This is an optimization exercise on Yosys and OpenROAD, whose aim is small area and a short achievable clock period, not a production implementation.

## run 5
==> flow/design.v (excerpt) <==
module hybrid_pwm_sd_2ndorder #(parameter signalwidth=16)
(
	input clk,
	input reset_n,
	input [signalwidth-1:0] d,
	output q
);
For scale: about 690 cells after synthesis, ~110 flip-flops, ~19 I/O pins, ~7100 sq um of cells after synthesis.
==> module hybrid_pwm_sd_2ndorder, before the edit <==
module hybrid_pwm_sd_2ndorder #(parameter signalwidth=16)
(
	input clk,
	input reset_n,
	input [signalwidth-1:0] d,
	output q
);
reg [4:0]  pc;        
reg        q_r;       
reg [22:0] w;         
reg [17:0] acc1;      
reg        m;         
reg [15:0] dreg;      
reg [6:0]  th;        
reg [17:0] s2;        
reg [10:0] ep;        
reg        f31, f0, f1, f2, f3, f4, f5;    
reg        fa;        
wire c16;
carry16 u_c16 (.a(acc1[15:0]), .b(d), .c(c16));
wire [17:0] b_oth = ({18{f1}} & {2'b0, dreg})
                  | ({18{f2 | f3}} & ({7'b0, ep} ^ {18{f2}}))
                  | ({18{f4 | f5}} & ({2'b0, acc1[17:2]} ^ {18{f5}}));
wire [7:0] wu;
wire [17:0] b_op = f31 ? ~{1'b0, wu, w[15:7]} : b_oth;
wire [17:0] a_op = fa ? acc1 : s2;
wire cin = f2 | f4 | (f31 & (q_r | ~&w[6:0])) | (f5 & ~|acc1[1:0]);
wire [17:0] sum;
add18 u_sadd (.a(a_op), .b(b_op), .ci(cin), .s(sum));
wire [4:0] pc_next = pc + 5'd1;
wire q_gen   = th[6] ? m : ({1'b0, pc_next} < th[5:0]);
wire q_last  = sum[17] ? m : (sum[16:11] != 6'd0);
wire q_oth   = f31 ? q_last : f0 ? (th[5:1] != 5'd0) : q_gen;
wire sel_m   = f0 & th[6];
wire q_c1    = sel_m ? (acc1[17] ^ acc1[16]) : q_oth;
wire q_c0    = sel_m ? acc1[17] : q_oth;
wire q_next, m_new;
mux2x u_qsel (.s(c16), .a1(q_c1), .a0(q_c0), .y(q_next));
mux2x u_msel (.s(c16), .a1(f0 ? acc1[17] ^ acc1[16] : m), .a0(f0 ? acc1[17] : m), .y(m_new));
wire [22:0] w_next;
radd u_radd (.w(w), .f(q_r), .y(w_next), .u(wu));
always @(posedge clk)
	dreg <= d;
always @(posedge clk, negedge reset_n)
begin
	if (!reset_n) begin
		pc   <= 5'd30;
		q_r  <= 1'b0;
		w    <= 23'h7f0000;
		acc1 <= 18'h2fffd;
		m    <= 1'b1;
		th   <= 7'd0;
		s2   <= 18'h18000;
		ep   <= 11'd0;
		{f31, f0, f1, f2, f3, f4, f5} <= 7'b0000000;
		fa   <= 1'b0;
	end else begin
		pc  <= pc_next;
		q_r <= q_next;
		w   <= w_next;
		{f31, f0, f1, f2, f3, f4, f5} <= {pc == 5'd30, f31, f0, f1, f2, f3, f4};
		fa  <= f0 | f4;
		m   <= m_new;
		if (fa)
			acc1 <= sum;
		if (f31 | f2 | f3 | f4)
			s2 <= sum;
		if (f31)
			th <= sum[17:11];
		if (f2)
			ep <= s2[10:0];
	end
end
assign q = q_r;
endmodule
==> module add18, before the edit <==
module add18 (input [17:0] a, input [17:0] b, input ci, output [17:0] s);
assign s = a + b + {17'b0, ci};
endmodule
==> module radd, before the edit <==
module radd (input [22:0] w, input f, output [22:0] y, output [7:0] u);
assign u = {1'b0, w[22:16]} + {7'b0, f};
wire [22:0] b = {{7{~f | u[7]}}, ~u[6:0], ~w[15:7]};
wire ci = f ? (w[6:0] == 7'd0) : 1'b1;
assign y = w + b + {22'b0, ci};
endmodule
export LEC_CHECK = 0
export CAP_MARGIN = 20
export CORE_MARGIN = 2
export CORE_UTILIZATION = 40
export SLEW_MARGIN = 20
export SYNTH_HIERARCHICAL = 1
create_clock -name core_clock -period 11.0 [get_ports {clk}]
standard.sh (not shown) runs the stock make flow with config.mk's settings and CLKGATE_MAP_FILE= SYNTH_SCRIPT=/design/flow/synth_recipe.tcl, a recipe that flattens the netlist after the stock synthesis.
==> flow/flow/run.sh <==
#!/bin/bash
# Standard ORFS layout (standard.sh), with timing repair asked to leave
# extra setup margin so that the layout runs well faster than the clock.
set -euo pipefail
bash standard.sh SETUP_SLACK_MARGIN=7.5 finish > flow_make.log 2>&1
Run 5 completed; timing, DRC and antenna clean
What run 4 does differently from run 5 at the input level:
==> flow/design.v <==
module hybrid_pwm_sd_2ndorder #(parameter signalwidth=16)
(
	input clk,
	input reset_n,
	input [signalwidth-1:0] d,
	output q
);
reg [4:0]  pc;        
reg        q_r;       
reg [22:0] w;         
reg [17:0] acc1;      
reg        m;         
reg [15:0] dreg;      
reg [6:0]  th;        
reg [17:0] s2;        
reg [10:0] ep;        
reg        f30, f31, f0, f1, f2, f3, f4, f5;    
wire c16;
carry16 u_c16 (.a(acc1[15:0]), .b(d), .c(c16));
wire q31 = th[6] ? m : th[5];
wire [17:0] b_oth = ({18{f30}} & {{9{q31}}, 9'b0})
                  | ({18{f1}} & {2'b0, dreg})
                  | ({18{f2 | f3}} & ({7'b0, ep} ^ {18{f2}}))
                  | ({18{f4 | f5}} & ({2'b0, acc1[17:2]} ^ {18{f5}}));
wire [17:0] b_op = f31 ? ~{2'b0, w[22:7]} : b_oth;
wire [17:0] a_op = (f1 | f5) ? acc1 : s2;
wire cin = f30 | f2 | (f31 & (q_r | ~&w[6:0])) | (f5 & ~|acc1[1:0]);
wire [17:0] sum = a_op + b_op + {17'b0, cin};
wire [4:0] pc_next = pc + 5'd1;
wire q_gen   = th[6] ? m : ({1'b0, pc_next} < th[5:0]);
wire q_last  = sum[17] ? m : (sum[16:11] != 6'd0);
wire q_oth   = f31 ? q_last : f0 ? (th[5:1] != 5'd0) : q_gen;
wire sel_m   = f0 & th[6];
wire q_c1    = sel_m ? (acc1[17] ^ acc1[16]) : q_oth;
wire q_c0    = sel_m ? acc1[17] : q_oth;
wire q_next, m_new;
mux2x u_qsel (.s(c16), .a1(q_c1), .a0(q_c0), .y(q_next));
mux2x u_msel (.s(c16), .a1(acc1[17] ^ acc1[16]), .a0(acc1[17]), .y(m_new));
wire [22:0] w_next = w + {7'h7f, ~w[22:7]} + (q_r ? 23'h00fe00 : 23'h0)
                       + {22'b0, q_r ? (w[6:0] == 7'd0) : 1'b1};
always @(posedge clk)
	dreg <= d;
always @(posedge clk, negedge reset_n)
begin
	if (!reset_n) begin
		pc   <= 5'd30;
		q_r  <= 1'b0;
		w    <= 23'h7f0000;
		acc1 <= 18'h2fffd;
		m    <= 1'b1;
		th   <= 7'd0;
		s2   <= 18'h17fff;
		ep   <= 11'd0;
		{f30, f31, f0, f1, f2, f3, f4, f5} <= 8'b10000000;
	end else begin
		pc  <= pc_next;
		q_r <= q_next;
		w   <= w_next;
		{f30, f31, f0, f1, f2, f3, f4, f5} <= {pc == 5'd29, f30, f31, f0, f1, f2, f3, f4};
		if (f0)
			m <= m_new;
		if (f1 | f5)
			acc1 <= sum;
		if (f30 | f31 | f2 | f3 | f4)
			s2 <= sum;
		if (f31)
			th <= sum[17:11];
		if (f2)
			ep <= s2[10:0];
	end
end
assign q = q_r;
endmodule
module carry16 (input [15:0] a, input [15:0] b, output c);
wire [15:0] g0 = a & b;
wire [15:0] p0 = a | b;
wire [7:0] g1, p1;
wire [3:0] g2, p2;
wire [1:0] g3, p3;
genvar i;
generate
	for (i = 0; i < 8; i = i + 1) begin : l1
		assign g1[i] = g0[2*i+1] | (p0[2*i+1] & g0[2*i]);
		assign p1[i] = p0[2*i+1] & p0[2*i];
	end
	for (i = 0; i < 4; i = i + 1) begin : l2
		assign g2[i] = g1[2*i+1] | (p1[2*i+1] & g1[2*i]);
		assign p2[i] = p1[2*i+1] & p1[2*i];
	end
	for (i = 0; i < 2; i = i + 1) begin : l3
		assign g3[i] = g2[2*i+1] | (p2[2*i+1] & g2[2*i]);
		assign p3[i] = p2[2*i+1] & p2[2*i];
	end
endgenerate
assign c = g3[1] | (p3[1] & g3[0]);
endmodule
module mux2x (input s, input a1, input a0, output y);
assign y = s ? a1 : a0;
endmodule
- Summary: with run 5 as the reference, number of standard-cell rows in the floorplan in run 4 moved down by a few percent.
- Going from run 5 to run 4, starting density of the core grows by 0.29 points.
- Lower fraction of area in registers goes to run 5 over run 4.
- Taking run 5 as the reference, in run 4 maximum operating frequency rose about 6%; post-detailed-route wirelength per cell lost about 6%.
- Diff run 5 -> run 4: reg2reg setup slack higher, number of inverters outside the clock class in the layout higher.
- Run 4 has post-synthesis instance area below what run 5 had.
Function was not checked in any run of this note: the RTL went through the layout flow alone.

[separate check: timing with driven ports]
The flow's constraints put no driver on any port. The routed layouts listed below were extracted and timed again, unchanged, in two steps. Step 1 assumes that a clkbuf_16 drives the clock port and a buf_2 every other input. Step 2, shift: input delay + t, output delay - t, t = (earliest + latest rising clock arrival at the registers) / 2. This alone moves slack from input paths to output paths. a / b / c = ideal ports / drivers / drivers and shift; a / b = the first two.
run | t (ns) | slack for setup (ns) | clock arrival spread, ns | worst slew at a driven data input, ns | cell pins on the clock port's net
run 5 | 0.404 | 7.011 / 7.011 / 7.011 | 0.010 / 0.010 | 0.05 | 1
run 4 | 0.394 | 7.240 / 7.240 / 6.972 | 0.006 / 0.007 | 0.06 | 1
After both steps every run listed still meets setup and hold. The setup slack of run 4, which loses most, moves by 0.000 ns with the drivers and by -0.268 ns with both steps.
